From an optimization exercise on the open Yosys and OpenROAD flow, aimed at small area, a short achievable clock period and few clock cycles per item; shortcuts taken in it are not production practice. The RTL was checked by simulation tests, not by an equivalence proof against the original design.

## job 101
==> flow/design.v (excerpt) <==
module NTT #(
  parameter KYBER_K = 2,
  parameter KYBER_N = 256,
  parameter KYBER_Q = 3329,
  parameter COEFF_SZ = 16
)(
  input clk,
  input reset_n,
  input enable,
  input [COEFF_SZ-1 : 0] Coef_RData,
  output reg  [7 : 0] Coef_RAd,
  output reg  [0 : 0] Coef_WEN,
  output reg  [7 : 0] Coef_WAd,
  output reg  [COEFF_SZ-1 : 0] Coef_WData,
  output reg Poly_NTT_done
);
function [7:0] addr;
  input [7:0] G;
  input [1:0] xsel;
  case (G[7:6])
    2'd0:    addr = {xsel, G[5:0]};
    2'd1:    addr = {G[5], xsel, G[4:0]};
    2'd2:    addr = {G[5:3], xsel, G[2:0]};
    default: addr = {G[5:1], xsel, G[0]};
  endcase
endfunction
function [6:0] zidx1;
  input [7:0] G;
  case (G[7:6])
    2'd0:    zidx1 = 7'd1;
    2'd1:    zidx1 = {6'd1, G[5]};
    2'd2:    zidx1 = {4'd1, G[5:3]};
    default: zidx1 = {2'd1, G[5:1]};
  endcase
endfunction
function [6:0] zidx2;
  input [7:0] G;
  case (G[7:6])
    2'd1:    zidx2 = {5'd1, G[5], 1'b0};
    2'd2:    zidx2 = {3'd1, G[5:3], 1'b0};
    default: zidx2 = {1'd1, G[5:1], 1'b0};
  endcase
endfunction
reg       running;
reg [3:0] sl;             
reg [8:0] nF, nFm1;       
reg       wdbl;           
wire [3:0] ns = {sl[2:0], sl[3]};    
wire [7:0] rG   = (ns[0] | ns[2]) ? nF[7:0] : nFm1[7:0];
wire [1:0] rsel = {ns[0] | ns[1], ns[0] | ns[2]};
wire [7:0] raddr_n = addr(rG, rsel);
reg  [6:0] zidx;
reg  [6:0] zidx_n;
always @(*)
  case (1'b1)
    ns[1]:   zidx_n = zidx1(nF[7:0]);
    ns[2]:   zidx_n = zidx1(nFm1[7:0]);
    ns[3]:   zidx_n = zidx2(nFm1[7:0]);
    default: zidx_n = {zidx[6:1], 1'b1};
  endcase
wire [11:0] zeta;
Zeta M0 (.clka(clk), .addra(zidx), .douta(zeta));
reg  [8:0] wP, wQ;
wire       wuseP = wdbl ? (ns[2] | ns[3]) : (ns[0] | ns[2]);
wire [8:0] wG = wuseP ? wP : wQ;
reg  [1:0] wsel;
always @(*)
  case (1'b1)
    ns[0]:   wsel = 2'd1;
    ns[1]:   wsel = wdbl ? 2'd3 : 2'd0;
    ns[2]:   wsel = wdbl ? 2'd0 : 2'd3;
    default: wsel = 2'd2;
  endcase
wire       wvalid = wdbl ? (~wG[8] & (wG[7:6] != 2'd0)) : (wG[8:6] == 3'd0);
wire [7:0] waddr_n = addr(wG[7:0], wsel);
  ...
Size: ~2200 cells after synthesis, about 390 flip-flops, roughly 0.022 sq mm of cells after synthesis.
==> flow/config.mk <==
export PLATFORM = sky130hd
export DESIGN_NAME = NTT
export DESIGN_NICKNAME = NTT
export VERILOG_FILES = /design/flow/design.v
export SDC_FILE = /design/flow/constraint.sdc
export NUM_CORES = 8
export LEC_CHECK = 0
export CAP_MARGIN = 20
export CORE_MARGIN = 2
export CORE_UTILIZATION = 40
export CTS_BUF_LIST = sky130_fd_sc_hd__clkbuf_16
export CTS_CLUSTER_DIAMETER = 100
export CTS_CLUSTER_SIZE = 30
export PLACE_DENSITY = 0.6
export SETUP_SLACK_MARGIN = 5
export SLEW_MARGIN = 20
export SYNTH_HIERARCHICAL = 1
export SYNTH_MINIMUM_KEEP_SIZE = 0
==> flow/constraint.sdc <==
create_clock -name core_clock -period 8.0 [get_ports {clk}]
set_input_delay 1.6000 -clock core_clock [delete_from_list [all_inputs] [get_ports {clk}]]
set_output_delay 1.6000 -clock core_clock [all_outputs]
set_load 0.01 [all_outputs]
run.sh (not shown) runs the stock make flow with config.mk's settings and CLKGATE_MAP_FILE= SYNTH_SCRIPT=/design/flow/synth_recipe.tcl, a recipe that flattens the netlist after the stock synthesis.
Testbench counts of job 101, summed over its fixed seeds: cycles 33,248, ntts 32.
Inputs modified between job 101 and job 102:
Settings: changing CTS_CLUSTER_SIZE from 30 to 24; changing CTS_CLUSTER_DIAMETER from 100 to 80.
- Diff job 101..job 102 | global-route usage | negligible
- Looking at clock tree cell share of total cell area, job 102 sits 0.61 points above job 101.
- Layout overhead on the synthesized area delta for job 102 relative to job 101: 0.81 points higher
- From job 102 to job 101, count of hold buffers inserted by post-cts repair did not move at all.
- Job 102 against job 101: hold slack decreased 0.017 ns, via count of the first global-routing pass comparable.

========
red:
NTT, a different RTL version from the one above (not shown whole).
For scale: roughly 2200 cells after synthesis, ~53 I/O pins, about 22000 um2 of cells after synthesis.
export LEC_CHECK = 0
export CAP_MARGIN = 20
export CORE_MARGIN = 2
export CORE_UTILIZATION = 40
export CTS_BUF_LIST = sky130_fd_sc_hd__clkbuf_16
export CTS_CLUSTER_DIAMETER = 100
export CTS_CLUSTER_SIZE = 30
export PLACE_DENSITY = 0.6
export SETUP_SLACK_MARGIN = 5
export SLEW_MARGIN = 20
export SYNTH_HIERARCHICAL = 1
export SYNTH_MINIMUM_KEEP_SIZE = 0
create_clock -name core_clock -period 8.0 [get_ports {clk}]
Testbench counts of red, summed over its fixed seeds: cycles 33,248, ntts 32.
The following lists how blue was set up differently from red:
# red
export LEC_CHECK = 0
export CAP_MARGIN = 20
export CORE_MARGIN = 2
export CORE_UTILIZATION = 40
export CTS_BUF_LIST = sky130_fd_sc_hd__clkbuf_16
export CTS_CLUSTER_DIAMETER = 100
export CTS_CLUSTER_SIZE = 30
export PLACE_DENSITY = 0.6
export SETUP_SLACK_MARGIN = 5
export SLEW_MARGIN = 20
export SYNTH_HIERARCHICAL = 1
export SYNTH_MINIMUM_KEEP_SIZE = 0
create_clock -name core_clock -period 8.0 [get_ports {clk}]
# blue
export LEC_CHECK = 0
export CAP_MARGIN = 20
export CORE_MARGIN = 2
export CORE_UTILIZATION = 55
export CTS_BUF_LIST = sky130_fd_sc_hd__clkbuf_16
export CTS_CLUSTER_DIAMETER = 100
export CTS_CLUSTER_SIZE = 30
export PLACE_DENSITY = 0.7
export SETUP_SLACK_MARGIN = 5
export SLEW_MARGIN = 20
export SYNTH_HIERARCHICAL = 1
export SYNTH_MINIMUM_KEEP_SIZE = 0
create_clock -name core_clock -period 8.0 [get_ports {clk}]
--- outcome ---
- blue finished every stage and its layout cleared the timing, DRC and antenna checks.
- Compared blue vs red, and shortest period the worst path allows is up in blue.
- In the tables for red and blue, sequential share of layout area reads lower with red.
- In the flow results for red and blue, the final standard cell area without fillers is larger on red.

-- port drivers added, routing unchanged --
In the flow no input, the clock included, has a driving cell. The finished layouts below were timed again as built, in two steps. Step 1, drivers: a clkbuf_16 drives clk and a buf_2 each remaining input, both assumed. Step 2 adds t to the input delays and takes it off the output delays; t is the mean of the earliest and latest rising clock arrival at the registers after step 1. Input paths then give back, and output paths get back, about the clock's delay inside the block. a / b / c = no drivers / after step 1 / after step 2; a / b = the first two.
| run | shift t [ns] | setup WS [ns] | worst hold slack (ns) | pins driven straight from the clock port |
|---|---|---|---|---|
| job 101 | 0.579 | 5.083 / 5.083 / 5.083 | 0.336 / 0.336 / 0.336 | 1 |
| job 102 | 0.601 | 5.085 / 5.085 / 5.085 | 0.320 / 0.320 / 0.320 | 1 |
| red | 0.593 | 5.106 / 5.106 / 5.106 | 0.316 / 0.316 / 0.316 | 1 |
| blue | 0.573 | 5.051 / 5.051 / 5.051 | 0.328 / 0.328 / 0.328 | 1 |
After both steps every run listed still meets setup and hold.
